This is an optimization exercise on Yosys and OpenROAD, whose aim is small area, a short achievable clock period and few clock cycles per item, not a production implementation.
The RTL was checked by simulation tests, not by an equivalence proof against the original design.

$ cat run.sh
#!/bin/bash
# synth_recipe.tcl (not shown) runs the flow's synth.tcl, then flattens the netlist and writes it again
# the make line also repeats each setting of config.mk as NAME=value (left out here)
make -C /OpenROAD-flow-scripts/flow DESIGN_CONFIG=/design/flow/config.mk WORK_HOME=/design/flow/orfs CLKGATE_MAP_FILE= SYNTH_SCRIPT=/design/flow/synth_recipe.tcl finish
$ cat config.mk
export PLATFORM = sky130hd
export DESIGN_NAME = fft_insert128
export DESIGN_NICKNAME = fft_insert128
export VERILOG_FILES = /design/flow/design.v
export SDC_FILE = /design/flow/constraint.sdc
export NUM_CORES = 4
export LEC_CHECK = 0
export CAP_MARGIN = 20
export CORE_MARGIN = 2
export CORE_UTILIZATION = 55
export PLACE_DENSITY = 0.65
export SETUP_SLACK_MARGIN = 5
export SLEW_MARGIN = 20
export SYNTH_MEMORY_MAX_BITS = 32768
$ cat constraint.sdc
create_clock -name core_clock -period 10.0 [get_ports {clk}]
set_input_delay 2.0000 -clock core_clock [delete_from_list [all_inputs] [get_ports {clk}]]
set_output_delay 2.0000 -clock core_clock [all_outputs]
set_load 0.01 [all_outputs]
$ cat design.v
module fft_ram_2ports (
  input clk,
  input [29:0] in,
  output [29:0] out
);
reg [30*64-1:0] dl;
assign out = dl[30*64-1 -: 30];
always @(posedge clk) dl <= {dl[30*63-1:0], in};
endmodule
module rom_w(input [5:0] t, output [31:0] w);
function [31:0] wtab; input [5:0] t; begin case (t)
  6'd0: wtab = 32'h7fff0000;
  6'd1: wtab = 32'h7fd88648;
  6'd2: wtab = 32'h7f618c8c;
  6'd3: wtab = 32'h7e9c92c8;
  6'd4: wtab = 32'h7d8998f9;
  6'd5: wtab = 32'h7c299f1a;
  6'd6: wtab = 32'h7a7ca528;
  6'd7: wtab = 32'h7884ab1f;
  6'd8: wtab = 32'h7641b0fb;
  6'd9: wtab = 32'h73b5b6ba;
  6'd10: wtab = 32'h70e2bc56;
  6'd11: wtab = 32'h6dc9c1ce;
  6'd12: wtab = 32'h6a6dc71c;
  6'd13: wtab = 32'h66cfcc3f;
  6'd14: wtab = 32'h62f1d133;
  6'd15: wtab = 32'h5ed7d5f5;
  6'd16: wtab = 32'h5a82da82;
  6'd17: wtab = 32'h55f5ded7;
  6'd18: wtab = 32'h5133e2f1;
  6'd19: wtab = 32'h4c3fe6cf;
  6'd20: wtab = 32'h471cea6d;
  6'd21: wtab = 32'h41ceedc9;
  6'd22: wtab = 32'h3c56f0e2;
  6'd23: wtab = 32'h36baf3b5;
  6'd24: wtab = 32'h30fbf641;
  6'd25: wtab = 32'h2b1ff884;
  6'd26: wtab = 32'h2528fa7c;
  6'd27: wtab = 32'h1f1afc29;
  6'd28: wtab = 32'h18f9fd89;
  6'd29: wtab = 32'h12c8fe9c;
  6'd30: wtab = 32'h0c8cff61;
  6'd31: wtab = 32'h0648ffd8;
  6'd32: wtab = 32'h0000ffff;
  6'd33: wtab = 32'h8648ffd8;
  6'd34: wtab = 32'h8c8cff61;
  6'd35: wtab = 32'h92c8fe9c;
  6'd36: wtab = 32'h98f9fd89;
  6'd37: wtab = 32'h9f1afc29;
  6'd38: wtab = 32'ha528fa7c;
  6'd39: wtab = 32'hab1ff884;
  6'd40: wtab = 32'hb0fbf641;
  6'd41: wtab = 32'hb6baf3b5;
  6'd42: wtab = 32'hbc56f0e2;
  6'd43: wtab = 32'hc1ceedc9;
  6'd44: wtab = 32'hc71cea6d;
  6'd45: wtab = 32'hcc3fe6cf;
  6'd46: wtab = 32'hd133e2f1;
  6'd47: wtab = 32'hd5f5ded7;
  6'd48: wtab = 32'hda82da82;
  6'd49: wtab = 32'hded7d5f5;
  6'd50: wtab = 32'he2f1d133;
  6'd51: wtab = 32'he6cfcc3f;
  6'd52: wtab = 32'hea6dc71c;
  6'd53: wtab = 32'hedc9c1ce;
  6'd54: wtab = 32'hf0e2bc56;
  6'd55: wtab = 32'hf3b5b6ba;
  6'd56: wtab = 32'hf641b0fb;
  6'd57: wtab = 32'hf884ab1f;
  6'd58: wtab = 32'hfa7ca528;
  6'd59: wtab = 32'hfc299f1a;
  6'd60: wtab = 32'hfd8998f9;
  6'd61: wtab = 32'hfe9c92c8;
  6'd62: wtab = 32'hff618c8c;
  6'd63: wtab = 32'hffd88648;
  default: wtab = 32'h0; endcase end endfunction
assign w = wtab(t);
endmodule
module mult16x16_cpx #(parameter S = 2) (
  input clk,
  input [6:0] p,           
  input [31:0] in,
  input [31:0] ine,        
  input [31:0] ino,        
  output reg [31:0] out
);
function [15:0] f;
  input [15:0] v;
  integer i;
  begin
    if (!v[15] && v[14:0] != 15'd0)
      for (i = 0; i < 16; i = i + 1) f[i] = v[i] ^ ((v & ((16'd1 << i) - 16'd1)) == 16'd0);
    else if (v == 16'h8000) f = 16'h8001;
    else f = v;
  end
endfunction
function [15:0] g;
  input [15:0] v;
  integer i;
  begin
    if (v[15]) g = ~v;
    else for (i = 0; i < 16; i = i + 1) g[i] = ~v[i] ^ ((v & ((16'd1 << i) - 16'd1)) == 16'd0);
  end
endfunction
function [15:0] sat;
  input [32:0] v;
  begin
    if (v[32:30] == 3'b000 || v[32:30] == 3'b111) sat = v[30:15];
    else sat = v[32] ? 16'h8000 : 16'h7fff;
  end
endfunction
wire [15:0] br = in[31:16], bi = in[15:0];
generate if (S == 2) begin : s2
  wire [31:0] te = {f(ine[31:16]), f(ine[15:0])};
  wire [31:0] to = {f(ino[15:0]), g(ino[31:16])};
  always @(posedge clk)
    if (!p[5]) out <= in;
    else if (!p[6]) out <= te;
    else out <= to;
end else begin : s3
  reg [31:0] a1, a2, a3;
  reg m3;
  reg [32:0] ku3, kv3;
  reg [1:0] m1, m2;              
  reg w32;
  reg signed [17:0] u1, v1;
  reg [32:0] us, uc, vs, vc;
  wire signed [15:0] sbr = br, sbi = bi;
  wire signed [17:0] sm = sbr + sbi, df = sbi - sbr;
  wire signed [17:0] nsm = -sm;
  wire [32:0] ue = {{15{u1[17]}}, u1};
  wire [32:0] ve = {{15{v1[17]}}, v1};
  wire [32:0] ua = ue << 14, ub = ue << 13, ucn = ~(ue << 11), ud = ue << 9, uf = ue << 7, ug = ue << 1;
  wire [32:0] va = ve << 14, vb = ve << 13, vcn = ~(ve << 11), vd = ve << 9, vf = ve << 7, vg = ve << 1;
  wire [32:0] one = 33'd1;
  wire [32:0] ux1 = ua ^ ub ^ ucn, uy1 = ((ua & ub) | (ua & ucn) | (ub & ucn)) << 1;
  wire [32:0] ux2 = ud ^ uf ^ ug, uy2 = ((ud & uf) | (ud & ug) | (uf & ug)) << 1;
  wire [32:0] ux3 = ux1 ^ uy1 ^ ux2, uy3 = ((ux1 & uy1) | (ux1 & ux2) | (uy1 & ux2)) << 1;
  wire [32:0] ux4 = ux3 ^ uy3 ^ uy2, uy4 = ((ux3 & uy3) | (ux3 & uy2) | (uy3 & uy2)) << 1;
  wire [32:0] ux5 = ux4 ^ uy4 ^ one, uy5 = ((ux4 & uy4) | (ux4 & one) | (uy4 & one)) << 1;
  wire [32:0] vx1 = va ^ vb ^ vcn, vy1 = ((va & vb) | (va & vcn) | (vb & vcn)) << 1;
  wire [32:0] vx2 = vd ^ vf ^ vg, vy2 = ((vd & vf) | (vd & vg) | (vf & vg)) << 1;
  wire [32:0] vx3 = vx1 ^ vy1 ^ vx2, vy3 = ((vx1 & vy1) | (vx1 & vx2) | (vy1 & vx2)) << 1;
  wire [32:0] vx4 = vx3 ^ vy3 ^ vy2, vy4 = ((vx3 & vy3) | (vx3 & vy2) | (vy3 & vy2)) << 1;
  wire [32:0] vx5 = vx4 ^ vy4 ^ one, vy5 = ((vx4 & vy4) | (vx4 & one) | (vy4 & one)) << 1;
  wire [32:0] ku = us + uc, kv = vs + vc;
  wire [15:0] ar1 = a1[31:16], ai1 = a1[15:0];
  always @(posedge clk) begin
    a1 <= in;
    m1 <= !p[4] ? 2'd0 : !p[6] ? 2'd1 : p[5] ? 2'd3 : 2'd2;
    w32 <= p[5];
    u1 <= p[5] ? df : sm;
    v1 <= p[5] ? nsm : df;
    if (m1 == 2'd0) a2 <= a1;
    else if (!w32) a2 <= {f(ar1), f(ai1)};
    else a2 <= {f(ai1), g(ar1)};
    m2 <= m1;
    us <= ux5; uc <= uy5; vs <= vx5; vc <= vy5;
    a3 <= a2; m3 <= m2[1];
    ku3 <= ku; kv3 <= kv;
    if (m3) out <= {sat(ku3), sat(kv3)};
    else out <= a3;
  end
end endgenerate
endmodule
module macc2 (
  input clk,
  input [15:0] x1, input s1, input [14:0] m1,
  input [15:0] x2, input s2, input [14:0] m2,
  output [32:0] mac
);
wire [15:0] xa = x1;    
wire [15:0] xb = x2;
wire [32:0] t0r1 = {1'b0, 1'b0, 1'b0, 1'b0, 1'b0, 1'b0, 1'b0, 1'b0, 1'b0, 1'b0, 1'b0, 1'b0, 1'b0, 1'b0, 1'b0, 1'b0, 1'b0, ~(m1[0] & xa[15]), (m1[0] & xa[14]), (m1[0] & xa[13]), (m1[0] & xa[12]), (m1[0] & xa[11]), (m1[0] & xa[10]), (m1[0] & xa[9]), (m1[0] & xa[8]), (m1[0] & xa[7]), (m1[0] & xa[6]), (m1[0] & xa[5]), (m1[0] & xa[4]), (m1[0] & xa[3]), (m1[0] & xa[2]), (m1[0] & xa[1]), (m1[0] & xa[0])};
wire [32:0] t0r2 = {1'b0, 1'b0, 1'b0, 1'b0, 1'b0, 1'b0, 1'b0, 1'b0, 1'b0, 1'b0, 1'b0, 1'b0, 1'b0, 1'b0, 1'b0, 1'b0, ~(m1[1] & xa[15]), (m1[1] & xa[14]), (m1[1] & xa[13]), (m1[1] & xa[12]), (m1[1] & xa[11]), (m1[1] & xa[10]), (m1[1] & xa[9]), (m1[1] & xa[8]), (m1[1] & xa[7]), (m1[1] & xa[6]), (m1[1] & xa[5]), (m1[1] & xa[4]), (m1[1] & xa[3]), (m1[1] & xa[2]), (m1[1] & xa[1]), (m1[1] & xa[0]), 1'b0};
wire [32:0] t0r3 = {1'b0, 1'b0, 1'b0, 1'b0, 1'b0, 1'b0, 1'b0, 1'b0, 1'b0, 1'b0, 1'b0, 1'b0, 1'b0, 1'b0, 1'b0, ~(m1[2] & xa[15]), (m1[2] & xa[14]), (m1[2] & xa[13]), (m1[2] & xa[12]), (m1[2] & xa[11]), (m1[2] & xa[10]), (m1[2] & xa[9]), (m1[2] & xa[8]), (m1[2] & xa[7]), (m1[2] & xa[6]), (m1[2] & xa[5]), (m1[2] & xa[4]), (m1[2] & xa[3]), (m1[2] & xa[2]), (m1[2] & xa[1]), (m1[2] & xa[0]), 1'b0, 1'b0};
wire [32:0] t0r4 = {1'b0, 1'b0, 1'b0, 1'b0, 1'b0, 1'b0, 1'b0, 1'b0, 1'b0, 1'b0, 1'b0, 1'b0, 1'b0, 1'b0, ~(m1[3] & xa[15]), (m1[3] & xa[14]), (m1[3] & xa[13]), (m1[3] & xa[12]), (m1[3] & xa[11]), (m1[3] & xa[10]), (m1[3] & xa[9]), (m1[3] & xa[8]), (m1[3] & xa[7]), (m1[3] & xa[6]), (m1[3] & xa[5]), (m1[3] & xa[4]), (m1[3] & xa[3]), (m1[3] & xa[2]), (m1[3] & xa[1]), (m1[3] & xa[0]), 1'b0, 1'b0, 1'b0};
wire [32:0] t0r5 = {1'b0, 1'b0, 1'b0, 1'b0, 1'b0, 1'b0, 1'b0, 1'b0, 1'b0, 1'b0, 1'b0, 1'b0, 1'b0, 1'b0, 1'b0, 1'b0, 1'b0, ~(m2[0] & xb[15]), (m2[0] & xb[14]), (m2[0] & xb[13]), (m2[0] & xb[12]), (m2[0] & xb[11]), (m2[0] & xb[10]), (m2[0] & xb[9]), (m2[0] & xb[8]), (m2[0] & xb[7]), (m2[0] & xb[6]), (m2[0] & xb[5]), (m2[0] & xb[4]), (m2[0] & xb[3]), (m2[0] & xb[2]), (m2[0] & xb[1]), (m2[0] & xb[0])};
wire [32:0] t0r6 = {1'b0, 1'b0, 1'b0, 1'b0, 1'b0, 1'b0, 1'b0, 1'b0, 1'b0, 1'b0, 1'b0, 1'b0, 1'b0, 1'b0, 1'b0, 1'b0, ~(m2[1] & xb[15]), (m2[1] & xb[14]), (m2[1] & xb[13]), (m2[1] & xb[12]), (m2[1] & xb[11]), (m2[1] & xb[10]), (m2[1] & xb[9]), (m2[1] & xb[8]), (m2[1] & xb[7]), (m2[1] & xb[6]), (m2[1] & xb[5]), (m2[1] & xb[4]), (m2[1] & xb[3]), (m2[1] & xb[2]), (m2[1] & xb[1]), (m2[1] & xb[0]), 1'b0};
wire [32:0] t0r7 = {1'b0, 1'b0, 1'b0, 1'b0, 1'b0, 1'b0, 1'b0, 1'b0, 1'b0, 1'b0, 1'b0, 1'b0, 1'b0, 1'b0, 1'b0, ~(m2[2] & xb[15]), (m2[2] & xb[14]), (m2[2] & xb[13]), (m2[2] & xb[12]), (m2[2] & xb[11]), (m2[2] & xb[10]), (m2[2] & xb[9]), (m2[2] & xb[8]), (m2[2] & xb[7]), (m2[2] & xb[6]), (m2[2] & xb[5]), (m2[2] & xb[4]), (m2[2] & xb[3]), (m2[2] & xb[2]), (m2[2] & xb[1]), (m2[2] & xb[0]), 1'b0, 1'b0};
wire [32:0] t0r8 = {1'b0, 1'b0, 1'b0, 1'b0, 1'b0, 1'b0, 1'b0, 1'b0, 1'b0, 1'b0, 1'b0, 1'b0, 1'b0, 1'b0, ~(m2[3] & xb[15]), (m2[3] & xb[14]), (m2[3] & xb[13]), (m2[3] & xb[12]), (m2[3] & xb[11]), (m2[3] & xb[10]), (m2[3] & xb[9]), (m2[3] & xb[8]), (m2[3] & xb[7]), (m2[3] & xb[6]), (m2[3] & xb[5]), (m2[3] & xb[4]), (m2[3] & xb[3]), (m2[3] & xb[2]), (m2[3] & xb[1]), (m2[3] & xb[0]), 1'b0, 1'b0, 1'b0};
wire [32:0] t0s9 = t0r1 ^ t0r2 ^ t0r3;
wire [32:0] t0c10 = ((t0r1 & t0r2) | (t0r1 & t0r3) | (t0r2 & t0r3)) << 1;
wire [32:0] t0s11 = t0r4 ^ t0r5 ^ t0r6;
wire [32:0] t0c12 = ((t0r4 & t0r5) | (t0r4 & t0r6) | (t0r5 & t0r6)) << 1;
wire [32:0] t0s13 = t0s9 ^ t0c10 ^ t0s11;
wire [32:0] t0c14 = ((t0s9 & t0c10) | (t0s9 & t0s11) | (t0c10 & t0s11)) << 1;
wire [32:0] t0s15 = t0c12 ^ t0r7 ^ t0r8;
wire [32:0] t0c16 = ((t0c12 & t0r7) | (t0c12 & t0r8) | (t0r7 & t0r8)) << 1;
wire [32:0] t0s17 = t0s13 ^ t0c14 ^ t0s15;
wire [32:0] t0c18 = ((t0s13 & t0c14) | (t0s13 & t0s15) | (t0c14 & t0s15)) << 1;
wire [32:0] t0s19 = t0s17 ^ t0c18 ^ t0c16;
wire [32:0] t0c20 = ((t0s17 & t0c18) | (t0s17 & t0c16) | (t0c18 & t0c16)) << 1;
wire [32:0] t1r21 = {1'b0, 1'b0, 1'b0, 1'b0, 1'b0, 1'b0, 1'b0, 1'b0, 1'b0, 1'b0, 1'b0, 1'b0, 1'b0, ~(m1[4] & xa[15]), (m1[4] & xa[14]), (m1[4] & xa[13]), (m1[4] & xa[12]), (m1[4] & xa[11]), (m1[4] & xa[10]), (m1[4] & xa[9]), (m1[4] & xa[8]), (m1[4] & xa[7]), (m1[4] & xa[6]), (m1[4] & xa[5]), (m1[4] & xa[4]), (m1[4] & xa[3]), (m1[4] & xa[2]), (m1[4] & xa[1]), (m1[4] & xa[0]), 1'b0, 1'b0, 1'b0, 1'b0};
wire [32:0] t1r22 = {1'b0, 1'b0, 1'b0, 1'b0, 1'b0, 1'b0, 1'b0, 1'b0, 1'b0, 1'b0, 1'b0, 1'b0, ~(m1[5] & xa[15]), (m1[5] & xa[14]), (m1[5] & xa[13]), (m1[5] & xa[12]), (m1[5] & xa[11]), (m1[5] & xa[10]), (m1[5] & xa[9]), (m1[5] & xa[8]), (m1[5] & xa[7]), (m1[5] & xa[6]), (m1[5] & xa[5]), (m1[5] & xa[4]), (m1[5] & xa[3]), (m1[5] & xa[2]), (m1[5] & xa[1]), (m1[5] & xa[0]), 1'b0, 1'b0, 1'b0, 1'b0, 1'b0};
wire [32:0] t1r23 = {1'b0, 1'b0, 1'b0, 1'b0, 1'b0, 1'b0, 1'b0, 1'b0, 1'b0, 1'b0, 1'b0, ~(m1[6] & xa[15]), (m1[6] & xa[14]), (m1[6] & xa[13]), (m1[6] & xa[12]), (m1[6] & xa[11]), (m1[6] & xa[10]), (m1[6] & xa[9]), (m1[6] & xa[8]), (m1[6] & xa[7]), (m1[6] & xa[6]), (m1[6] & xa[5]), (m1[6] & xa[4]), (m1[6] & xa[3]), (m1[6] & xa[2]), (m1[6] & xa[1]), (m1[6] & xa[0]), 1'b0, 1'b0, 1'b0, 1'b0, 1'b0, 1'b0};
wire [32:0] t1r24 = {1'b0, 1'b0, 1'b0, 1'b0, 1'b0, 1'b0, 1'b0, 1'b0, 1'b0, 1'b0, ~(m1[7] & xa[15]), (m1[7] & xa[14]), (m1[7] & xa[13]), (m1[7] & xa[12]), (m1[7] & xa[11]), (m1[7] & xa[10]), (m1[7] & xa[9]), (m1[7] & xa[8]), (m1[7] & xa[7]), (m1[7] & xa[6]), (m1[7] & xa[5]), (m1[7] & xa[4]), (m1[7] & xa[3]), (m1[7] & xa[2]), (m1[7] & xa[1]), (m1[7] & xa[0]), 1'b0, 1'b0, 1'b0, 1'b0, 1'b0, 1'b0, 1'b0};
wire [32:0] t1r25 = {1'b0, 1'b0, 1'b0, 1'b0, 1'b0, 1'b0, 1'b0, 1'b0, 1'b0, 1'b0, 1'b0, 1'b0, 1'b0, ~(m2[4] & xb[15]), (m2[4] & xb[14]), (m2[4] & xb[13]), (m2[4] & xb[12]), (m2[4] & xb[11]), (m2[4] & xb[10]), (m2[4] & xb[9]), (m2[4] & xb[8]), (m2[4] & xb[7]), (m2[4] & xb[6]), (m2[4] & xb[5]), (m2[4] & xb[4]), (m2[4] & xb[3]), (m2[4] & xb[2]), (m2[4] & xb[1]), (m2[4] & xb[0]), 1'b0, 1'b0, 1'b0, 1'b0};
wire [32:0] t1r26 = {1'b0, 1'b0, 1'b0, 1'b0, 1'b0, 1'b0, 1'b0, 1'b0, 1'b0, 1'b0, 1'b0, 1'b0, ~(m2[5] & xb[15]), (m2[5] & xb[14]), (m2[5] & xb[13]), (m2[5] & xb[12]), (m2[5] & xb[11]), (m2[5] & xb[10]), (m2[5] & xb[9]), (m2[5] & xb[8]), (m2[5] & xb[7]), (m2[5] & xb[6]), (m2[5] & xb[5]), (m2[5] & xb[4]), (m2[5] & xb[3]), (m2[5] & xb[2]), (m2[5] & xb[1]), (m2[5] & xb[0]), 1'b0, 1'b0, 1'b0, 1'b0, 1'b0};
wire [32:0] t1r27 = {1'b0, 1'b0, 1'b0, 1'b0, 1'b0, 1'b0, 1'b0, 1'b0, 1'b0, 1'b0, 1'b0, ~(m2[6] & xb[15]), (m2[6] & xb[14]), (m2[6] & xb[13]), (m2[6] & xb[12]), (m2[6] & xb[11]), (m2[6] & xb[10]), (m2[6] & xb[9]), (m2[6] & xb[8]), (m2[6] & xb[7]), (m2[6] & xb[6]), (m2[6] & xb[5]), (m2[6] & xb[4]), (m2[6] & xb[3]), (m2[6] & xb[2]), (m2[6] & xb[1]), (m2[6] & xb[0]), 1'b0, 1'b0, 1'b0, 1'b0, 1'b0, 1'b0};
wire [32:0] t1r28 = {1'b0, 1'b0, 1'b0, 1'b0, 1'b0, 1'b0, 1'b0, 1'b0, 1'b0, 1'b0, ~(m2[7] & xb[15]), (m2[7] & xb[14]), (m2[7] & xb[13]), (m2[7] & xb[12]), (m2[7] & xb[11]), (m2[7] & xb[10]), (m2[7] & xb[9]), (m2[7] & xb[8]), (m2[7] & xb[7]), (m2[7] & xb[6]), (m2[7] & xb[5]), (m2[7] & xb[4]), (m2[7] & xb[3]), (m2[7] & xb[2]), (m2[7] & xb[1]), (m2[7] & xb[0]), 1'b0, 1'b0, 1'b0, 1'b0, 1'b0, 1'b0, 1'b0};
wire [32:0] t1s29 = t1r21 ^ t1r22 ^ t1r23;
wire [32:0] t1c30 = ((t1r21 & t1r22) | (t1r21 & t1r23) | (t1r22 & t1r23)) << 1;
wire [32:0] t1s31 = t1r24 ^ t1r25 ^ t1r26;
wire [32:0] t1c32 = ((t1r24 & t1r25) | (t1r24 & t1r26) | (t1r25 & t1r26)) << 1;
wire [32:0] t1s33 = t1s29 ^ t1c30 ^ t1s31;
wire [32:0] t1c34 = ((t1s29 & t1c30) | (t1s29 & t1s31) | (t1c30 & t1s31)) << 1;
wire [32:0] t1s35 = t1c32 ^ t1r27 ^ t1r28;
wire [32:0] t1c36 = ((t1c32 & t1r27) | (t1c32 & t1r28) | (t1r27 & t1r28)) << 1;
wire [32:0] t1s37 = t1s33 ^ t1c34 ^ t1s35;
wire [32:0] t1c38 = ((t1s33 & t1c34) | (t1s33 & t1s35) | (t1c34 & t1s35)) << 1;
wire [32:0] t1s39 = t1s37 ^ t1c38 ^ t1c36;
wire [32:0] t1c40 = ((t1s37 & t1c38) | (t1s37 & t1c36) | (t1c38 & t1c36)) << 1;
wire [32:0] t2r41 = {1'b0, 1'b0, 1'b0, 1'b0, 1'b0, 1'b0, 1'b0, 1'b0, 1'b0, ~(m1[8] & xa[15]), (m1[8] & xa[14]), (m1[8] & xa[13]), (m1[8] & xa[12]), (m1[8] & xa[11]), (m1[8] & xa[10]), (m1[8] & xa[9]), (m1[8] & xa[8]), (m1[8] & xa[7]), (m1[8] & xa[6]), (m1[8] & xa[5]), (m1[8] & xa[4]), (m1[8] & xa[3]), (m1[8] & xa[2]), (m1[8] & xa[1]), (m1[8] & xa[0]), 1'b0, 1'b0, 1'b0, 1'b0, 1'b0, 1'b0, 1'b0, 1'b0};
wire [32:0] t2r42 = {1'b0, 1'b0, 1'b0, 1'b0, 1'b0, 1'b0, 1'b0, 1'b0, ~(m1[9] & xa[15]), (m1[9] & xa[14]), (m1[9] & xa[13]), (m1[9] & xa[12]), (m1[9] & xa[11]), (m1[9] & xa[10]), (m1[9] & xa[9]), (m1[9] & xa[8]), (m1[9] & xa[7]), (m1[9] & xa[6]), (m1[9] & xa[5]), (m1[9] & xa[4]), (m1[9] & xa[3]), (m1[9] & xa[2]), (m1[9] & xa[1]), (m1[9] & xa[0]), 1'b0, 1'b0, 1'b0, 1'b0, 1'b0, 1'b0, 1'b0, 1'b0, 1'b0};
wire [32:0] t2r43 = {1'b0, 1'b0, 1'b0, 1'b0, 1'b0, 1'b0, 1'b0, ~(m1[10] & xa[15]), (m1[10] & xa[14]), (m1[10] & xa[13]), (m1[10] & xa[12]), (m1[10] & xa[11]), (m1[10] & xa[10]), (m1[10] & xa[9]), (m1[10] & xa[8]), (m1[10] & xa[7]), (m1[10] & xa[6]), (m1[10] & xa[5]), (m1[10] & xa[4]), (m1[10] & xa[3]), (m1[10] & xa[2]), (m1[10] & xa[1]), (m1[10] & xa[0]), 1'b0, 1'b0, 1'b0, 1'b0, 1'b0, 1'b0, 1'b0, 1'b0, 1'b0, 1'b0};
wire [32:0] t2r44 = {1'b0, 1'b0, 1'b0, 1'b0, 1'b0, 1'b0, ~(m1[11] & xa[15]), (m1[11] & xa[14]), (m1[11] & xa[13]), (m1[11] & xa[12]), (m1[11] & xa[11]), (m1[11] & xa[10]), (m1[11] & xa[9]), (m1[11] & xa[8]), (m1[11] & xa[7]), (m1[11] & xa[6]), (m1[11] & xa[5]), (m1[11] & xa[4]), (m1[11] & xa[3]), (m1[11] & xa[2]), (m1[11] & xa[1]), (m1[11] & xa[0]), 1'b0, 1'b0, 1'b0, 1'b0, 1'b0, 1'b0, 1'b0, 1'b0, 1'b0, 1'b0, 1'b0};
wire [32:0] t2r45 = {1'b0, 1'b0, 1'b0, 1'b0, 1'b0, 1'b0, 1'b0, 1'b0, 1'b0, ~(m2[8] & xb[15]), (m2[8] & xb[14]), (m2[8] & xb[13]), (m2[8] & xb[12]), (m2[8] & xb[11]), (m2[8] & xb[10]), (m2[8] & xb[9]), (m2[8] & xb[8]), (m2[8] & xb[7]), (m2[8] & xb[6]), (m2[8] & xb[5]), (m2[8] & xb[4]), (m2[8] & xb[3]), (m2[8] & xb[2]), (m2[8] & xb[1]), (m2[8] & xb[0]), 1'b0, 1'b0, 1'b0, 1'b0, 1'b0, 1'b0, 1'b0, 1'b0};
wire [32:0] t2r46 = {1'b0, 1'b0, 1'b0, 1'b0, 1'b0, 1'b0, 1'b0, 1'b0, ~(m2[9] & xb[15]), (m2[9] & xb[14]), (m2[9] & xb[13]), (m2[9] & xb[12]), (m2[9] & xb[11]), (m2[9] & xb[10]), (m2[9] & xb[9]), (m2[9] & xb[8]), (m2[9] & xb[7]), (m2[9] & xb[6]), (m2[9] & xb[5]), (m2[9] & xb[4]), (m2[9] & xb[3]), (m2[9] & xb[2]), (m2[9] & xb[1]), (m2[9] & xb[0]), 1'b0, 1'b0, 1'b0, 1'b0, 1'b0, 1'b0, 1'b0, 1'b0, 1'b0};
wire [32:0] t2r47 = {1'b0, 1'b0, 1'b0, 1'b0, 1'b0, 1'b0, 1'b0, ~(m2[10] & xb[15]), (m2[10] & xb[14]), (m2[10] & xb[13]), (m2[10] & xb[12]), (m2[10] & xb[11]), (m2[10] & xb[10]), (m2[10] & xb[9]), (m2[10] & xb[8]), (m2[10] & xb[7]), (m2[10] & xb[6]), (m2[10] & xb[5]), (m2[10] & xb[4]), (m2[10] & xb[3]), (m2[10] & xb[2]), (m2[10] & xb[1]), (m2[10] & xb[0]), 1'b0, 1'b0, 1'b0, 1'b0, 1'b0, 1'b0, 1'b0, 1'b0, 1'b0, 1'b0};
wire [32:0] t2r48 = {1'b0, 1'b0, 1'b0, 1'b0, 1'b0, 1'b0, ~(m2[11] & xb[15]), (m2[11] & xb[14]), (m2[11] & xb[13]), (m2[11] & xb[12]), (m2[11] & xb[11]), (m2[11] & xb[10]), (m2[11] & xb[9]), (m2[11] & xb[8]), (m2[11] & xb[7]), (m2[11] & xb[6]), (m2[11] & xb[5]), (m2[11] & xb[4]), (m2[11] & xb[3]), (m2[11] & xb[2]), (m2[11] & xb[1]), (m2[11] & xb[0]), 1'b0, 1'b0, 1'b0, 1'b0, 1'b0, 1'b0, 1'b0, 1'b0, 1'b0, 1'b0, 1'b0};
wire [32:0] t2s49 = t2r41 ^ t2r42 ^ t2r43;
wire [32:0] t2c50 = ((t2r41 & t2r42) | (t2r41 & t2r43) | (t2r42 & t2r43)) << 1;
wire [32:0] t2s51 = t2r44 ^ t2r45 ^ t2r46;
wire [32:0] t2c52 = ((t2r44 & t2r45) | (t2r44 & t2r46) | (t2r45 & t2r46)) << 1;
wire [32:0] t2s53 = t2s49 ^ t2c50 ^ t2s51;
wire [32:0] t2c54 = ((t2s49 & t2c50) | (t2s49 & t2s51) | (t2c50 & t2s51)) << 1;
wire [32:0] t2s55 = t2c52 ^ t2r47 ^ t2r48;
wire [32:0] t2c56 = ((t2c52 & t2r47) | (t2c52 & t2r48) | (t2r47 & t2r48)) << 1;
wire [32:0] t2s57 = t2s53 ^ t2c54 ^ t2s55;
wire [32:0] t2c58 = ((t2s53 & t2c54) | (t2s53 & t2s55) | (t2c54 & t2s55)) << 1;
wire [32:0] t2s59 = t2s57 ^ t2c58 ^ t2c56;
wire [32:0] t2c60 = ((t2s57 & t2c58) | (t2s57 & t2c56) | (t2c58 & t2c56)) << 1;
wire [32:0] t3r61 = {1'b0, 1'b0, 1'b0, 1'b0, 1'b0, ~(m1[12] & xa[15]), (m1[12] & xa[14]), (m1[12] & xa[13]), (m1[12] & xa[12]), (m1[12] & xa[11]), (m1[12] & xa[10]), (m1[12] & xa[9]), (m1[12] & xa[8]), (m1[12] & xa[7]), (m1[12] & xa[6]), (m1[12] & xa[5]), (m1[12] & xa[4]), (m1[12] & xa[3]), (m1[12] & xa[2]), (m1[12] & xa[1]), (m1[12] & xa[0]), 1'b0, 1'b0, 1'b0, 1'b0, 1'b0, 1'b0, 1'b0, 1'b0, 1'b0, 1'b0, 1'b0, 1'b0};
wire [32:0] t3r62 = {1'b0, 1'b0, 1'b0, 1'b0, ~(m1[13] & xa[15]), (m1[13] & xa[14]), (m1[13] & xa[13]), (m1[13] & xa[12]), (m1[13] & xa[11]), (m1[13] & xa[10]), (m1[13] & xa[9]), (m1[13] & xa[8]), (m1[13] & xa[7]), (m1[13] & xa[6]), (m1[13] & xa[5]), (m1[13] & xa[4]), (m1[13] & xa[3]), (m1[13] & xa[2]), (m1[13] & xa[1]), (m1[13] & xa[0]), 1'b0, 1'b0, 1'b0, 1'b0, 1'b0, 1'b0, 1'b0, 1'b0, 1'b0, 1'b0, 1'b0, 1'b0, 1'b0};
wire [32:0] t3r63 = {1'b0, 1'b0, 1'b0, ~(m1[14] & xa[15]), (m1[14] & xa[14]), (m1[14] & xa[13]), (m1[14] & xa[12]), (m1[14] & xa[11]), (m1[14] & xa[10]), (m1[14] & xa[9]), (m1[14] & xa[8]), (m1[14] & xa[7]), (m1[14] & xa[6]), (m1[14] & xa[5]), (m1[14] & xa[4]), (m1[14] & xa[3]), (m1[14] & xa[2]), (m1[14] & xa[1]), (m1[14] & xa[0]), 1'b0, 1'b0, 1'b0, 1'b0, 1'b0, 1'b0, 1'b0, 1'b0, 1'b0, 1'b0, 1'b0, 1'b0, 1'b0, 1'b0};
wire [32:0] t3r64 = {1'b0, 1'b0, 1'b0, 1'b0, 1'b0, ~(m2[12] & xb[15]), (m2[12] & xb[14]), (m2[12] & xb[13]), (m2[12] & xb[12]), (m2[12] & xb[11]), (m2[12] & xb[10]), (m2[12] & xb[9]), (m2[12] & xb[8]), (m2[12] & xb[7]), (m2[12] & xb[6]), (m2[12] & xb[5]), (m2[12] & xb[4]), (m2[12] & xb[3]), (m2[12] & xb[2]), (m2[12] & xb[1]), (m2[12] & xb[0]), 1'b0, 1'b0, 1'b0, 1'b0, 1'b0, 1'b0, 1'b0, 1'b0, 1'b0, 1'b0, 1'b0, 1'b0};
wire [32:0] t3r65 = {1'b0, 1'b0, 1'b0, 1'b0, ~(m2[13] & xb[15]), (m2[13] & xb[14]), (m2[13] & xb[13]), (m2[13] & xb[12]), (m2[13] & xb[11]), (m2[13] & xb[10]), (m2[13] & xb[9]), (m2[13] & xb[8]), (m2[13] & xb[7]), (m2[13] & xb[6]), (m2[13] & xb[5]), (m2[13] & xb[4]), (m2[13] & xb[3]), (m2[13] & xb[2]), (m2[13] & xb[1]), (m2[13] & xb[0]), 1'b0, 1'b0, 1'b0, 1'b0, 1'b0, 1'b0, 1'b0, 1'b0, 1'b0, 1'b0, 1'b0, 1'b0, 1'b0};
wire [32:0] t3r66 = {1'b0, 1'b0, 1'b0, ~(m2[14] & xb[15]), (m2[14] & xb[14]), (m2[14] & xb[13]), (m2[14] & xb[12]), (m2[14] & xb[11]), (m2[14] & xb[10]), (m2[14] & xb[9]), (m2[14] & xb[8]), (m2[14] & xb[7]), (m2[14] & xb[6]), (m2[14] & xb[5]), (m2[14] & xb[4]), (m2[14] & xb[3]), (m2[14] & xb[2]), (m2[14] & xb[1]), (m2[14] & xb[0]), 1'b0, 1'b0, 1'b0, 1'b0, 1'b0, 1'b0, 1'b0, 1'b0, 1'b0, 1'b0, 1'b0, 1'b0, 1'b0, 1'b0};
wire [32:0] t3r67 = {18'd0, {15{s1}} & m1};
wire [32:0] t3r68 = {18'd0, {15{s2}} & m2};
wire [32:0] t3s69 = t3r61 ^ t3r62 ^ t3r63;
wire [32:0] t3c70 = ((t3r61 & t3r62) | (t3r61 & t3r63) | (t3r62 & t3r63)) << 1;
wire [32:0] t3s71 = t3r64 ^ t3r65 ^ t3r66;
wire [32:0] t3c72 = ((t3r64 & t3r65) | (t3r64 & t3r66) | (t3r65 & t3r66)) << 1;
wire [32:0] t3s73 = t3s69 ^ t3c70 ^ t3s71;
wire [32:0] t3c74 = ((t3s69 & t3c70) | (t3s69 & t3s71) | (t3c70 & t3s71)) << 1;
wire [32:0] t3s75 = t3c72 ^ t3r67 ^ t3r68;
wire [32:0] t3c76 = ((t3c72 & t3r67) | (t3c72 & t3r68) | (t3r67 & t3r68)) << 1;
wire [32:0] t3s77 = t3s73 ^ t3c74 ^ t3s75;
wire [32:0] t3c78 = ((t3s73 & t3c74) | (t3s73 & t3s75) | (t3c74 & t3s75)) << 1;
wire [32:0] t3s79 = t3s77 ^ t3c78 ^ t3c76;
wire [32:0] t3c80 = ((t3s77 & t3c78) | (t3s77 & t3c76) | (t3c78 & t3c76)) << 1;
reg [32:0] q0, q1, q2, q3, q4, q5, q6, q7;
always @(posedge clk) begin
  q0 <= t0s19;
  q1 <= t0c20;
  q2 <= t1s39;
  q3 <= t1c40;
  q4 <= t2s59;
  q5 <= t2c60;
  q6 <= t3s79;
  q7 <= t3c80;
end
wire [32:0] mr81 = q0;
wire [32:0] mr82 = q1;
wire [32:0] mr83 = q2;
wire [32:0] mr84 = q3;
wire [32:0] mr85 = q4;
wire [32:0] mr86 = q5;
wire [32:0] mr87 = q6;
wire [32:0] mr88 = q7;
wire [32:0] mr89 = 33'h180010000;
wire [32:0] ms90 = mr81 ^ mr82 ^ mr83;
wire [32:0] mc91 = ((mr81 & mr82) | (mr81 & mr83) | (mr82 & mr83)) << 1;
wire [32:0] ms92 = mr84 ^ mr85 ^ mr86;
wire [32:0] mc93 = ((mr84 & mr85) | (mr84 & mr86) | (mr85 & mr86)) << 1;
wire [32:0] ms94 = mr87 ^ mr88 ^ mr89;
wire [32:0] mc95 = ((mr87 & mr88) | (mr87 & mr89) | (mr88 & mr89)) << 1;
wire [32:0] ms96 = ms90 ^ mc91 ^ ms92;
wire [32:0] mc97 = ((ms90 & mc91) | (ms90 & ms92) | (mc91 & ms92)) << 1;
wire [32:0] ms98 = mc93 ^ ms94 ^ mc95;
wire [32:0] mc99 = ((mc93 & ms94) | (mc93 & mc95) | (ms94 & mc95)) << 1;
wire [32:0] ms100 = ms96 ^ mc97 ^ ms98;
wire [32:0] mc101 = ((ms96 & mc97) | (ms96 & ms98) | (mc97 & ms98)) << 1;
wire [32:0] ms102 = ms100 ^ mc101 ^ mc99;
wire [32:0] mc103 = ((ms100 & mc101) | (ms100 & mc99) | (mc101 & mc99)) << 1;
reg [32:0] z1, z2;
always @(posedge clk) begin
  z1 <= ms102; z2 <= mc103;
end
assign mac = z1 + z2;
endmodule
module fft_ram_ad #(parameter I = 0, parameter J = 6) (
  input clk,
  input [6:0] p,           
  input [31:0] in,
  output [31:0] out
);
localparam L = (1 << J) - (1 << I);
reg [32*L-1:0] bf;
wire [31:0] bo = bf[32*L-1 -: 32];
wire sel = p[J] & ~p[I];
assign out = sel ? in : bo;
always @(posedge clk) begin
  bf <= {bf[32*L-33:0], sel ? bo : in};
end
endmodule
module radix_2 (
  input clk,
  input [6:0] p,           
  input [31:0] in,
  output reg [31:0] out
);
function [15:0] sat;
  input [32:0] v;
  begin
    if (v[32:30] == 3'b000 || v[32:30] == 3'b111) sat = v[30:15];
    else sat = v[32] ? 16'h8000 : 16'h7fff;
  end
endfunction
wire [6:0] pn = p + 7'd1;
wire [5:0] t = {pn[1], pn[2], pn[3], pn[4], pn[5], pn[6]};
wire [31:0] wn;
rom_w rom(.t(t), .w(wn));
reg [31:0] w;            
reg ph;                  
always @(posedge clk) begin
  w <= wn;
  ph <= pn[0];
end
reg [31:0] a_hold, a_r, a_r2, a_r3, b_r, bh;
reg [15:0] xa, xb;       
reg y1s, y2s, wsr, wsi;
reg [14:0] y1m, y2m, wmr, wmi;
reg [32:0] pa, pb;
wire [32:0] mac;
macc2 mc(.clk(clk), .x1(xa), .s1(y1s), .m1(y1m),
         .x2(xb), .s2(y2s), .m2(y2m), .mac(mac));
wire signed [15:0] tr = sat(pa), ti = sat(pb);
wire signed [15:0] ar = a_r3[31:16], ai = a_r3[15:0];
wire signed [16:0] sr = ar + tr, si = ai + ti, dr = ar - tr, di = ai - ti;
always @(posedge clk) begin
  if (!ph) a_hold <= in;
  if (ph) begin
    xa <= in[31:16] ^ {16{w[31]}}; xb <= in[15:0] ^ {16{~w[15]}};
    wsr <= w[31]; wmr <= w[30:16]; wsi <= w[15]; wmi <= w[14:0];
    y1s <= w[31]; y1m <= w[30:16]; y2s <= ~w[15]; y2m <= w[14:0];
  end else begin
    xa <= b_r[31:16] ^ {16{wsi}}; xb <= b_r[15:0] ^ {16{wsr}};
    y1s <= wsi; y1m <= wmi; y2s <= wsr; y2m <= wmr;
  end
  if (ph) begin
    b_r <= in; a_r <= a_hold;
    a_r2 <= a_r; a_r3 <= a_r2;
    pb <= mac;
  end else
    pa <= mac;
  if (!ph) begin
    out <= {sr[16:1], si[16:1]};
    bh <= {dr[16:1], di[16:1]};
  end else
    out <= bh;
end
endmodule
module tw_mult2 #(parameter S = 4) (
  input clk,
  input [6:0] p,           
  input [31:0] in,
  output [31:0] out
);
localparam DB = 7 - S;
localparam D = 1 << DB;
localparam L = D + 5;
function [15:0] sat;
  input [32:0] v;
  begin
    if (v[32:30] == 3'b000 || v[32:30] == 3'b111) sat = v[30:15];
    else sat = v[32] ? 16'h8000 : 16'h7fff;
  end
endfunction
wire [6:0] pn = p + 7'd1;
wire [DB:0] rn = {~pn[DB], pn[DB-1:0]};
wire [DB-1:0] kn = rn[DB:1];                
wire [DB-1:0] kwn = rn[DB:1] - 2'd2;        
wire [5:0] pr6 = {pn[1], pn[2], pn[3], pn[4], pn[5], pn[6]};
wire [5:0] t = (pr6 & ((6'd1 << (S - 1)) - 6'd1)) << (7 - S);
wire [31:0] wn;
rom_w rom(.t(t), .w(wn));
reg r0, rodd;                  
reg [D-1:0] rsel;              
reg [L-1:0] wsel;              
reg [31:0] w;                  
integer m;
always @(posedge clk) begin
  r0 <= rn == 0;
  rodd <= rn[0];
  for (m = 0; m < D; m = m + 1) rsel[m] <= !rn[0] && kn == m;
  for (m = 0; m < L; m = m + 1) wsel[m] <= rn[0] && m == kwn + 5;
  w <= wn;
end
reg [32*L-1:0] line;
assign out = line[32*L-1 -: 32];
reg [31:0] bsrc;
always @(*) begin
  bsrc = in;
  for (m = 1; m < D; m = m + 1)
    if (rsel[m]) bsrc = line[32*(m-1) +: 32];
end
reg [31:0] b_r;
reg [15:0] xa, xb;       
reg y1s, y2s, wsr, wsi;
reg [14:0] y1m, y2m, wmr, wmi;
reg [32:0] pa, pb;
wire [32:0] mac;
macc2 mc(.clk(clk), .x1(xa), .s1(y1s), .m1(y1m),
         .x2(xb), .s2(y2s), .m2(y2m), .mac(mac));
wire [31:0] res = {sat(pa), sat(pb)};
always @(posedge clk) begin
  if (!rodd) b_r <= bsrc;
  if (r0) begin
    xa <= bsrc[31:16] ^ {16{w[31]}}; xb <= bsrc[15:0] ^ {16{~w[15]}};
    wsr <= w[31]; wmr <= w[30:16]; wsi <= w[15]; wmi <= w[14:0];
    y1s <= w[31]; y1m <= w[30:16]; y2s <= ~w[15]; y2m <= w[14:0];
  end else if (rodd) begin
    xa <= b_r[31:16] ^ {16{wsi}}; xb <= b_r[15:0] ^ {16{wsr}};
    y1s <= wsi; y1m <= wmi; y2s <= wsr; y2m <= wmr;
  end else begin
    xa <= bsrc[31:16] ^ {16{wsr}}; xb <= bsrc[15:0] ^ {16{~wsi}};
    y1s <= wsr; y1m <= wmr; y2s <= ~wsi; y2m <= wmi;
  end
  if (rodd) pa <= mac;
  else pb <= mac;
  line[31:0] <= in;
  for (m = 1; m < L; m = m + 1)
    line[32*m +: 32] <= wsel[m] ? res : line[32*(m-1) +: 32];
end
endmodule
module butterfly2 #(parameter D = 8, parameter R = 1) (
  input clk,
  input bsel,
  input [31:0] in,
  output [31:0] out
);
reg [32*D-1:0] dl;
wire [31:0] a = dl[32*D-1 -: 32];
wire signed [15:0] ar = a[31:16], ai = a[15:0];
wire signed [15:0] tr = in[31:16], ti = in[15:0];
wire signed [16:0] sr = ar + tr;
wire signed [16:0] si = ai + ti;
wire signed [16:0] dr = ar - tr;
wire signed [16:0] di = ai - ti;
wire [31:0] dl_in = bsel ? {dr[16:1], di[16:1]} : in;
wire [31:0] o = bsel ? {sr[16:1], si[16:1]} : a;
reg [31:0] o_r;
assign out = R ? o_r : o;
always @(posedge clk) begin
  if (D == 1) dl <= dl_in;
  else dl <= {dl[32*D-33:0], dl_in};
  o_r <= o;
end
endmodule
module fft_128_ctr #(parameter LAST = 321, parameter OUT0 = 194) (
  input clk,
  input rst,
  input ce,
  output reg [9:0] cnt,
  output reg oe
);
reg running;
always @(posedge clk or negedge rst)
  if (!rst) begin
    running <= 1'b0;
    cnt <= 10'd0;
  end else if (ce && !running) begin
    running <= 1'b1;
    cnt <= 10'd1;
  end else if (running) begin
    cnt <= cnt + 10'd1;
    if (cnt == LAST) begin
      running <= 1'b0;
      cnt <= 10'd0;
    end
  end
always @(posedge clk or negedge rst)
  if (!rst) oe <= 1'b0;
  else if (!running) oe <= 1'b0;
  else if (cnt == OUT0) oe <= 1'b1;
endmodule
`timescale 1ns / 1ps
module fft_insert128(
  input clk,
  input rst,
  input ce,
  input [31:0] din,
  output oe,
  output reg [31:0] dout
);
localparam T2 = 1;              
localparam C2 = T2 + 1;         
localparam T3 = C2 + 33;
localparam C3 = T3 + 4;
localparam T4 = C3 + 16;
localparam C4 = T4 + 13;
localparam T5 = C4 + 8;
localparam C5 = T5 + 9;
localparam T6 = C5 + 4;
localparam C6 = T6 + 7;
localparam T7 = C6 + 2;
localparam R1 = T7 + 7;
localparam R2 = R1 + 63;
localparam R3 = R2 + 30;
localparam RO = R3 + 12;        
localparam LAST = RO + 127;
wire [9:0] cnt;
fft_128_ctr #(.LAST(LAST), .OUT0(RO)) ctr (
  .clk(clk), .rst(rst), .ce(ce), .cnt(cnt), .oe(oe));
function [6:0] pos;
  input [9:0] c;
  input integer t;
  reg [9:0] d;
  begin
    d = c - t;
    pos = d[6:0];
  end
endfunction
reg [31:0] xin;
always @(posedge clk) xin <= din;
wire [29:0] xh = {xin[31:17], xin[15:1]};
wire [29:0] xrep;
fft_ram_2ports replay(.clk(clk), .in(xh), .out(xrep));
reg [6:0] p2;
wire [29:0] s1 = p2[6] ? xrep : xh;
wire [31:0] s1w = {s1[29], s1[29:15], s1[14], s1[14:0]};
wire [31:0] xhw = {xh[29], xh[29:15], xh[14], xh[14:0]};
wire [31:0] xrw = {xrep[29], xrep[29:15], xrep[14], xrep[14:0]};
wire [31:0] t2o, c2o, t3o, c3o, t4o, c4o, t5o, c5o, t6o, c6o, s7o, r1o, r2o, r3o;
reg [6:0] pc2, pt3, pc3, pt4, pc4, pt5, pc5, pt6, pc6, pt7, pr1, pr2, pr3;
always @(posedge clk) begin
  p2 <= pos(cnt, T2 - 1);
  pc2 <= pos(cnt, C2 - 1); pt3 <= pos(cnt, T3 - 1); pc3 <= pos(cnt, C3 - 1);
  pt4 <= pos(cnt, T4 - 1); pc4 <= pos(cnt, C4 - 1); pt5 <= pos(cnt, T5 - 1);
  pc5 <= pos(cnt, C5 - 1); pt6 <= pos(cnt, T6 - 1); pc6 <= pos(cnt, C6 - 1);
  pt7 <= pos(cnt, T7 - 1); pr1 <= pos(cnt, R1 - 1); pr2 <= pos(cnt, R2 - 1);
  pr3 <= pos(cnt, R3 - 1);
end
mult16x16_cpx #(.S(2)) tw2 (.clk(clk), .p(p2), .in(s1w), .ine(xhw), .ino(xrw), .out(t2o));
butterfly2 #(.D(32)) bf2 (.clk(clk), .bsel(pc2[5]), .in(t2o), .out(c2o));
mult16x16_cpx #(.S(3)) tw3 (.clk(clk), .p(pt3), .in(c2o), .ine(32'd0), .ino(32'd0), .out(t3o));
butterfly2 #(.D(16), .R(0)) bf3 (.clk(clk), .bsel(pc3[4]), .in(t3o), .out(c3o));
tw_mult2 #(.S(4)) tw4 (.clk(clk), .p(pt4), .in(c3o), .out(t4o));
butterfly2 #(.D(8), .R(0)) bf4 (.clk(clk), .bsel(pc4[3]), .in(t4o), .out(c4o));
tw_mult2 #(.S(5)) tw5 (.clk(clk), .p(pt5), .in(c4o), .out(t5o));
butterfly2 #(.D(4), .R(0)) bf5 (.clk(clk), .bsel(pc5[2]), .in(t5o), .out(c5o));
tw_mult2 #(.S(6)) tw6 (.clk(clk), .p(pt6), .in(c5o), .out(t6o));
butterfly2 #(.D(2), .R(0)) bf6 (.clk(clk), .bsel(pc6[1]), .in(t6o), .out(c6o));
radix_2 st7 (.clk(clk), .p(pt7), .in(c6o), .out(s7o));
fft_ram_ad #(.I(0), .J(6)) sw1 (.clk(clk), .p(pr1), .in(s7o), .out(r1o));
fft_ram_ad #(.I(1), .J(5)) sw2 (.clk(clk), .p(pr2), .in(r1o), .out(r2o));
fft_ram_ad #(.I(2), .J(4)) sw3 (.clk(clk), .p(pr3), .in(r2o), .out(r3o));
always @(posedge clk) dout <= r3o;
endmodule
==> out/metrics.csv <==
metric,value,unit
crit share post-route,0.4494,
Relative slew margins,0.1238,
number of hold violations in the final report,0,
TritonCTS clock tree,done,
top flip-flop cell by instance count after synthesis,sky130_fd_sc_hd__dfxtp_1,
ratio of cells with drive above 1 in the final layout,0.09250,
Congestion Overflow GR,0,
number of clock sinks,10590,
via count of the first global-routing pass,181027,
Worst Tran Pin Value,1.305,ns
via count,173642,
critical path start-end classification,flop to primary output,
Yosys Warn Count,19,
routed wire length per instance,18.19,um
Post-Syn Area,341500,sq um
Max Transition Viols Final,0,
initial detailed-routing violation count,9486,
Die Outline Area,627200,sq um
overall routing resource usage,0.2080,
critical path peak fanout,2,
IO Port Bufs,65,
minimum setup slack after placement,5.190,ns
placed cell areas,350300,sq um
number of standard-cell rows in the floorplan,289,
CP top delay family,buffers and inverters,
crit path DAT,2.49,ns
Post-CTS Setup Bufs,0,
startpoint of the lowest-slack register-to-register path,st7.pa[32],
total negative slack for setup checks,0,ns
die width,792.0,um
synthesized instance count,26306,
total of flip-flops plus latches after synthesis,10590,
detailed-route wire length,651500,um
ys async rst share,0.001133,
sequential element share of the synthesized area,0.6370,
number of synthesized flops with an enable pin,545,
number of antenna violations at the first check in global routing,31,
largest net degree at the start of global routing,196,
placer's final routability congestion estimate,0.8624,
number of fill cells in the layout,47235,
final setup vio count,0,
clock transition time at the flip-flop clock pins of the worst setup and hold paths,0.06,ns
time the worst path needs with I/O delays and setup,4.494,ns
initial core utilization,0.5516,
worst path required time,8.00,ns
DP Cell Count,33926,
Layout Nets,29860,
final cell utilization of the core,0.6214,
first-pass GRT wire length,1029000,um
highest achievable clock rate,222.5,MHz
cts bufs inserted,948,
average footprint of a synthesized cell,12.98,sq um
final non-filler cell total,35819,
total of cells resized after clock tree synthesis,0,
post-route cell area,384700,sq um
setup repair after global routing missed its margin,no,
Core Region,619100,sq um
DP Wirelength,444200,um
CTS Root Buffer Type,sky130_fd_sc_hd__clkbuf_16,
crit path launch,ctr.oe,
critical path capture point type,primary output,
count of boundary I/O pins,68,
residual DRC count,0,
Post-Route Skew,0.1202,ns
Worst setup SP type,flop,
worst path buffer plus inverter count,1,
number of antenna-violating nets in the routed design,0,
H-tree levels,6,
Hold Path Origin,replay.dl[944],
Synth cell types,101,
cell breakdown of the critical path,clkdlybuf4s50_1,
Die H,792.0,um
outcome,finished clean,
Worst Slack Setup Final,5.506,ns
CTS Buffer Depth,4,
total iterations of the first detailed-routing run,6,
Slowest cell on crit path,sky130_fd_sc_hd__clkdlybuf4s50_1,
number of hold buffers added after cts,0,
slowest cell delay on critical path,0.98,ns
P&R area growth vs syn,12.65,%
worst min-delay path class,flop to flop,
insertion delay to the later sink of the worst-skew pair,1.19,ns
via density per instance,4.848,
number of violations of the max-capacitance limit,0,
## layout make-up
class                   instances  area (sq um)  share of cell area
repair buffers                172          1485            0.003861
flip-flops and latches      10590        217600              0.5656
clock inverters               491          6863             0.01784
clock buffers                1303         27230             0.07078
inverters                    2864         10760             0.02797
well taps                    8293         10380             0.02697
multi-input cells           12008        110200              0.2864
diodes                         98         245.2           0.0006375
## path summary, 6_finish.rpt
| path | to | slack [ns] | cells past startpoint |
|---|---|---|---|
| max in group asynchronous | ctr.cnt[3] | 8.34 | 1 |
| min | replay.dl[974] | 0.23 | 0 |
| max | oe | 5.51 | 1 |
| min reg2reg | replay.dl[974] | 0.23 | 0 |
| max reg2reg | st7.bh[31] | 5.63 | 15 |
| min in group asynchronous | ctr.cnt[6] | 1.26 | 1 |
## per-stage QoR
stage	hold slack [ns]
finish	0.2316
global route	0.2412
CTS	0.2301
detailed placement	0.3121
global placement	0.3095
floorplan	0.3096
## synth_stat cells, types with 84 or more instances
cell                       number  share of area
sky130_fd_sc_hd__xnor2_1      557          0.014
sky130_fd_sc_hd__mux2_2       679          0.022
sky130_fd_sc_hd__fa_1        1938           0.11
sky130_fd_sc_hd__xor2_1       238         0.0061
sky130_fd_sc_hd__inv_1       2854          0.031
sky130_fd_sc_hd__nand2_1     1404          0.015
sky130_fd_sc_hd__o211ai_1      85         0.0019
sky130_fd_sc_hd__edfxtp_1     545          0.048
sky130_fd_sc_hd__a21o_1        85         0.0019
sky130_fd_sc_hd__and2_1      1331          0.024
sky130_fd_sc_hd__mux2i_1      319         0.0094
sky130_fd_sc_hd__dfxtp_1    10033           0.59
sky130_fd_sc_hd__o21ai_0      704          0.010
sky130_fd_sc_hd__ha_1        1303          0.048
sky130_fd_sc_hd__clkbuf_1     753         0.0083
sky130_fd_sc_hd__nor2b_1       91         0.0017
sky130_fd_sc_hd__nor2_1      1043          0.011
sky130_fd_sc_hd__nand3_1      141         0.0021
sky130_fd_sc_hd__nor3_1       181         0.0027
sky130_fd_sc_hd__buf_1         84        0.00092
sky130_fd_sc_hd__a21oi_1      732          0.011
## layout by cell type (no fill, tap or decap), drive strengths merged, types with 73 or more instances in the layout
master  synthesis  routed
nor2b          91      91
bufinv          0     112
nand3         142     142
nand2b         75      75
o21ai         711     711
fa           1938    1938
a21oi         733     733
and2         1331    1331
xnor2         557     557
a211oi         79      79
buf            93     106
ha           1303    1303
nand2        1404    1404
a21o           85      85
inv          2857    2901
a31oi          76      76
o211ai         85      85
diode           0      98
mux2i         319     319
nor2         1043    1043
dfxtp       10033   10033
edfxtp        545     545
o21bai         73      73
nor3          181     181
mux2          679     679
clkbuf        755    1304
clkinv          7     290
xor2          238     238
## sequential cells by signal (all words and copies together) (netlist names), 288 cells and up
register and flops:
sw1.bf 2016, replay.dl 1920, bf2.dl 1024, sw2.bf 960, bf3.dl 512, tw4.line 416, sw3.bf 384, tw5.line 288
## metal layers
metal | GRT usage | routed length, um | vias to the layer above
li1 | - | - | 83985
met4 | 0.07805 | 25770 | 4
met2 | 0.3519 | 312500 | 3156
met3 | 0.02824 | 25760 | 1176
met5 | 0 | 22 | -
met1 | 0.2740 | 287500 | 85321
## cells by family (layout without fill, tap and decap cells)
kind of cell,Yosys count,after routing,synth area share
other cells,1,103,0.00001098
fa+ha+maj,3241,3241,0.1614
mux,999,999,0.03181
flops,10590,10590,0.6370
compound gates,2414,2414,0.04376
xor+xnor,795,795,0.02039
buf+inv,3712,4830,0.04085
simple gates,4554,4554,0.06485
Testbench counts, summed over its fixed seeds: cycles 16,312, frames 48.

[separate check: timing with driven ports]
Ports are ideal in the flow. The routed layout listed here was re-timed in OpenROAD.
Step 1 assumes that a clkbuf_16 drives the clock port and a buf_2 every other input.
Step 2 moves the port delays by t, midway between the first and last clock arrival at a register: inputs arrive t later, outputs are due t later. That takes back most of the time a late clock gives input paths.
a / b / c = ideal ports / drivers / drivers and shift; a / b = the first two.
t (ns): 1.256
setup WS [ns]: 5.506 / 5.377 / 5.630
worst slew at a driven data input, ns: 0.34
After both steps this run still meets setup and hold. The setup slack of this run moves by -0.129 ns with the drivers and by +0.124 ns with both steps.
